This design comes from an exercise in tuning for small area on the open sky130 flow, not from production work. RTL that was checked went through simulation tests only; none was proved equivalent to the original. No activity file was given, so power comes from the tool's default toggle rates.

== violet ==
## calc_top
module calc_top(
        input clk,               
        input rst,               
        input [4:0] keycode,     
        input newkey,            
        output [15:0] calcOut,   
        output [7:0] digit,      
        output [7:0] segment,    
        output NEG_LED,
        output OVW_LED
        );
export LEC_CHECK = 0
export ABC_AREA = 1
export CAP_MARGIN = 5
export CORE_MARGIN = 2
export CORE_UTILIZATION = 65
export CTS_BUF_LIST = sky130_fd_sc_hd__clkbuf_8
export GPL_TIMING_DRIVEN = 0
export SLEW_MARGIN = 5
export SYNTH_HIERARCHICAL = 1
create_clock -name core_clock -period 12.0 [get_ports {clk}]
standard.sh (not shown) runs the stock make flow with config.mk's settings and CLKGATE_MAP_FILE= SYNTH_SCRIPT=/design/flow/synth_recipe.tcl, a recipe that flattens the netlist after the stock synthesis.
==> flow/flow/run.sh <==
#!/bin/bash
# The standard synthesis (kept as std_synth.v for reference), the same
# synthesis without its final flatten (hier/), the combinational logic mapped
# again for area by flow/post.ys, a check that the registers are the standard
# synthesis's, then the standard layout from floorplan to finish.
set -euo pipefail
W=$(pwd)
P=$FLOW_PLATFORM
R=$W/orfs/results/$P/calc_top/base
H=$W/hier/results/$P/calc_top/base
LIB=$FLOW_HOME/platforms/$P/lib/sky130_fd_sc_hd__tt_025C_1v80.lib
bash standard.sh synth > $W/synth.log 2>&1
cp $R/1_2_yosys.v $W/std_synth.v
sed -e "s#WORK_HOME=[^ ]*#WORK_HOME=$W/hier#" -e "s#SYNTH_SCRIPT=[^ ]*#SYNTH_SCRIPT=$W/flow/hier_synth.tcl#" \
    -e '/^if \[\[/,$d' standard.sh > $W/hier.sh
bash $W/hier.sh $H/1_2_yosys.v > $W/hier_synth.log 2>&1
sed -e "s#@LIB@#$LIB#g" -e "s#@IN@#$H/1_2_yosys.v#" -e "s#@OUT@#$R/1_2_yosys.v#" -e "s#@W@#$W#" \
    -e "s#@CELLS@#$W/flow/cells.v#" flow/post.ys > $W/post_run.ys
yosys -s $W/post_run.ys > $W/post_yosys.log 2>&1
python3 flow/check_regs.py $W/std_synth.v $R/1_2_yosys.v > $W/check_regs.log 2>&1
bash standard.sh BUFFER_PORTS_ARGS="-buffer_cell sky130_fd_sc_hd__buf_1" finish > $W/layout.log 2>&1
Other scripts of this flow, unchanged in this note and not shown: flow/flow/cells.v, flow/flow/check_regs.py, flow/flow/hier_synth.tcl, flow/flow/post.ys
Inputs modified between violet and fjord:
-- flow/config.mk --
<<< violet, line 10
export CORE_MARGIN = 2
export CORE_UTILIZATION = 65
export CTS_BUF_LIST = sky130_fd_sc_hd__clkbuf_8
>>> fjord, line 10
export CORE_MARGIN = 2
export CORE_UTILIZATION = 55
export CTS_BUF_LIST = sky130_fd_sc_hd__clkbuf_8
--- outcome ---
The lower number of non-clock buffers of fjord and violet is in fjord. [fjord] maximum clock rate rose about 0.5% relative to violet. On sequential share of cell area, fjord and violet are neck and neck. Looking at wire length after detailed routing, fjord sits 140 um lower than violet does. fjord vs. violet: combinational power saw a decrease; global-route usage over all layers fell by 8.3 points; core occupancy in the finished layout went down.
Input changes introduced in yarrow (baseline for comparison: fjord):
-- flow/flow/run.sh --
<<< fjord, line 20
python3 flow/check_regs.py $W/std_synth.v $R/1_2_yosys.v > $W/check_regs.log 2>&1
bash standard.sh BUFFER_PORTS_ARGS="-buffer_cell sky130_fd_sc_hd__buf_1" finish > $W/layout.log 2>&1
>>> yarrow, line 20
python3 flow/check_regs.py $W/std_synth.v $R/1_2_yosys.v > $W/check_regs.log 2>&1
bash standard.sh BUFFER_PORTS_ARGS="-buffer_cell sky130_fd_sc_hd__buf_1" \
    CTS_ARGS="-sink_clustering_enable -repair_clock_nets -buf_list sky130_fd_sc_hd__clkbuf_8 -dont_use_dummy_load" finish > $W/layout.log 2>&1
### Flow results
| global-route wire length before repair | fjord vs yarrow | ≈ equal |. Number of clock buffers in the layout ended up 1 lower on yarrow than on fjord. Compared with fjord, yarrow shows a final critical path time including I/O delays and setup that is 45 ps lower. Compared with fjord, yarrow shows total clock network power that has gone down by more than a quarter. Summary of yarrow over fjord: routed wire length moved down; total power moved down; detailed-route via count moved down. Status: final cell count parity (fjord, yarrow). Summary: worst slew margin relative to its limit, yarrow worse than fjord. Hold slack: yarrow vs fjord, no meaningful difference.

========
## JK
calc_top, a different RTL version from the one above (not shown whole).
Size: ~900 cells after synthesis, ~42 I/O pins, roughly 0.0071 mm² of cells after synthesis.
==> flow/config.mk <==
export PLATFORM = sky130hd
export DESIGN_NAME = calc_top
export DESIGN_NICKNAME = calc_top
export VERILOG_FILES = /design/flow/design.v
export SDC_FILE = /design/flow/constraint.sdc
export NUM_CORES = 4
export LEC_CHECK = 0
export ABC_AREA = 1
export CAP_MARGIN = 5
export CORE_MARGIN = 2
export CORE_UTILIZATION = 55
export CTS_BUF_LIST = sky130_fd_sc_hd__clkbuf_8
export GPL_TIMING_DRIVEN = 0
export SLEW_MARGIN = 5
export SYNTH_HIERARCHICAL = 1
==> flow/constraint.sdc <==
create_clock -name core_clock -period 12.0 [get_ports {clk}]
set_input_delay 2.4000 -clock core_clock [delete_from_list [all_inputs] [get_ports {clk}]]
set_output_delay 2.4000 -clock core_clock [all_outputs]
set_load 0.01 [all_outputs]
==> flow/flow/run.sh <==
#!/bin/bash
# The standard synthesis (kept as std_synth.v for reference), the same
# synthesis without its final flatten (hier/), the combinational logic mapped
# again for area by flow/post.ys, a check that the registers are the standard
# synthesis's, then the standard layout from floorplan to finish.
set -euo pipefail
W=$(pwd)
P=$FLOW_PLATFORM
R=$W/orfs/results/$P/calc_top/base
H=$W/hier/results/$P/calc_top/base
LIB=$FLOW_HOME/platforms/$P/lib/sky130_fd_sc_hd__tt_025C_1v80.lib
bash standard.sh synth > $W/synth.log 2>&1
cp $R/1_2_yosys.v $W/std_synth.v
sed -e "s#WORK_HOME=[^ ]*#WORK_HOME=$W/hier#" -e "s#SYNTH_SCRIPT=[^ ]*#SYNTH_SCRIPT=$W/flow/hier_synth.tcl#" \
    -e '/^if \[\[/,$d' standard.sh > $W/hier.sh
bash $W/hier.sh $H/1_2_yosys.v > $W/hier_synth.log 2>&1
sed -e "s#@LIB@#$LIB#g" -e "s#@IN@#$H/1_2_yosys.v#" -e "s#@OUT@#$R/1_2_yosys.v#" -e "s#@W@#$W#" \
    -e "s#@CELLS@#$W/flow/cells.v#" flow/post.ys > $W/post_run.ys
yosys -s $W/post_run.ys > $W/post_yosys.log 2>&1
python3 flow/check_regs.py $W/std_synth.v $R/1_2_yosys.v > $W/check_regs.log 2>&1
bash standard.sh BUFFER_PORTS_ARGS="-buffer_cell sky130_fd_sc_hd__buf_1" finish > $W/layout.log 2>&1
Other scripts of this flow, unchanged in this note and not shown: flow/flow/cells.v, flow/flow/check_regs.py, flow/flow/hier_synth.tcl, flow/flow/post.ys
JK completed; timing, DRC and antenna clean
diff inputs: JK => MS
# JK
export LEC_CHECK = 0
export ABC_AREA = 1
export CAP_MARGIN = 5
export CORE_MARGIN = 2
export CORE_UTILIZATION = 55
export CTS_BUF_LIST = sky130_fd_sc_hd__clkbuf_8
export GPL_TIMING_DRIVEN = 0
export SLEW_MARGIN = 5
export SYNTH_HIERARCHICAL = 1
create_clock -name core_clock -period 12.0 [get_ports {clk}]
# MS
export LEC_CHECK = 0
export ABC_AREA = 1
export CAP_MARGIN = 20
export CORE_MARGIN = 2
export CORE_UTILIZATION = 55
export CTS_BUF_LIST = sky130_fd_sc_hd__clkbuf_8
export GPL_TIMING_DRIVEN = 0
export SLEW_MARGIN = 20
export SYNTH_HIERARCHICAL = 1
create_clock -name core_clock -period 12.0 [get_ports {clk}]
### Flow results
[compare] base=JK new=MS: cell area was more or less identical, insertion delay of the later-clocked pin in the worst-skew pair was more or less identical, layout-stage area growth over the synthesis result was more or less identical, wire length was more or less identical, number of filler cells placed in the layout went down by 4.1%.
Via count, MS vs JK: up slightly
Maximum achievable frequency: MS vs JK — no meaningful difference
Between MS and JK, the worst setup slack is higher for JK.
Compared JK against MS; combinational power within noise.
Summary of MS over JK: wire length per cell after detailed routing grew by 0.38%, sequential cell area share held steady.

========
Another version of the RTL of calc_top (not shown whole).
Size: about 950 cells after synthesis, roughly 42 I/O pins, ~7600 sq um of cells after synthesis.
// calc_top
module calc_top(
        input clk,               
        input rst,               
        input [4:0] keycode,     
        input newkey,            
        output [15:0] calcOut,   
        output [7:0] digit,      
        output [7:0] segment,    
        output NEG_LED,
        output OVW_LED
        );
clock: 12.0 ns
lec_check: 0
abc_area: 1
cap_margin: 20
core_margin: 2
core_utilization: 75
cts_buf_list: sky130_fd_sc_hd__clkbuf_8
slew_margin: 20
synth_hierarchical: 1
==> flow/flow/run.sh <==
#!/bin/bash
# Standard synthesis, then the combinational logic re-mapped for area
# (flow/post.ys), then the standard layout from floorplan to finish.
set -euo pipefail
W=$(pwd)
R=$W/orfs/results/$FLOW_PLATFORM/calc_top/base
LIB=$FLOW_HOME/platforms/$FLOW_PLATFORM/lib/sky130_fd_sc_hd__tt_025C_1v80.lib
bash standard.sh synth > $W/synth.log 2>&1
cp $R/1_2_yosys.v $W/std_synth.v
sed -e "s#@LIB@#$LIB#g" -e "s#@IN@#$W/std_synth.v#" -e "s#@OUT@#$R/1_2_yosys.v#" -e "s#@W@#$W#" \
    flow/post.ys > $W/post_run.ys
yosys -s $W/post_run.ys > $W/post_yosys.log 2>&1
bash standard.sh BUFFER_PORTS_ARGS="-buffer_cell sky130_fd_sc_hd__buf_1" finish > $W/layout.log 2>&1
Other scripts of this flow, unchanged in this note and not shown: flow/flow/post.ys
The baseline produced a clean layout.
Next try:
- CORE_UTILIZATION: 75 -> 55
- GPL_TIMING_DRIVEN: default -> 0
After rerunning:
- die area grows by 35%
- total power decreases by 0.88%
- via count falls by 7.9%
- design area barely changes
- clock skew hardly moves
No functional check of the RTL was part of any run of this note.

## what the ideal ports hide
How much do the figures lean on ideal ports? The routed layouts below were timed once more, with nothing changed but the port constraints.
Step 1, drivers: a clkbuf_16 drives clk and a buf_2 each remaining input, both assumed.
Step 2, shift: input delay + t, output delay - t, t = (earliest + latest rising clock arrival at the registers) / 2. This alone moves slack from input paths to output paths.
Three values: no drivers, after step 1, after step 2; two values: the first two.
run	shift t [ns]	slack for setup (ns)	worst data-port slew with drivers (ns)	cell pins on the clock port's net
violet	0.363	0.310 / 0.276 / 0.639	0.03	1
fjord	0.345	0.366 / 0.331 / 0.675	0.03	1
yarrow	0.335	0.410 / 0.376 / 0.711	0.03	1
JK	0.350	0.372 / 0.339 / 0.689	0.03	1
MS	0.341	0.359 / 0.327 / 0.668	0.03	1
the first run of note 3	0.347	0.686 / 0.651 / 0.997	0.05	1
the second run of note 3	0.353	0.470 / 0.433 / 0.786	0.03	1
After both steps every run listed still meets setup and hold.
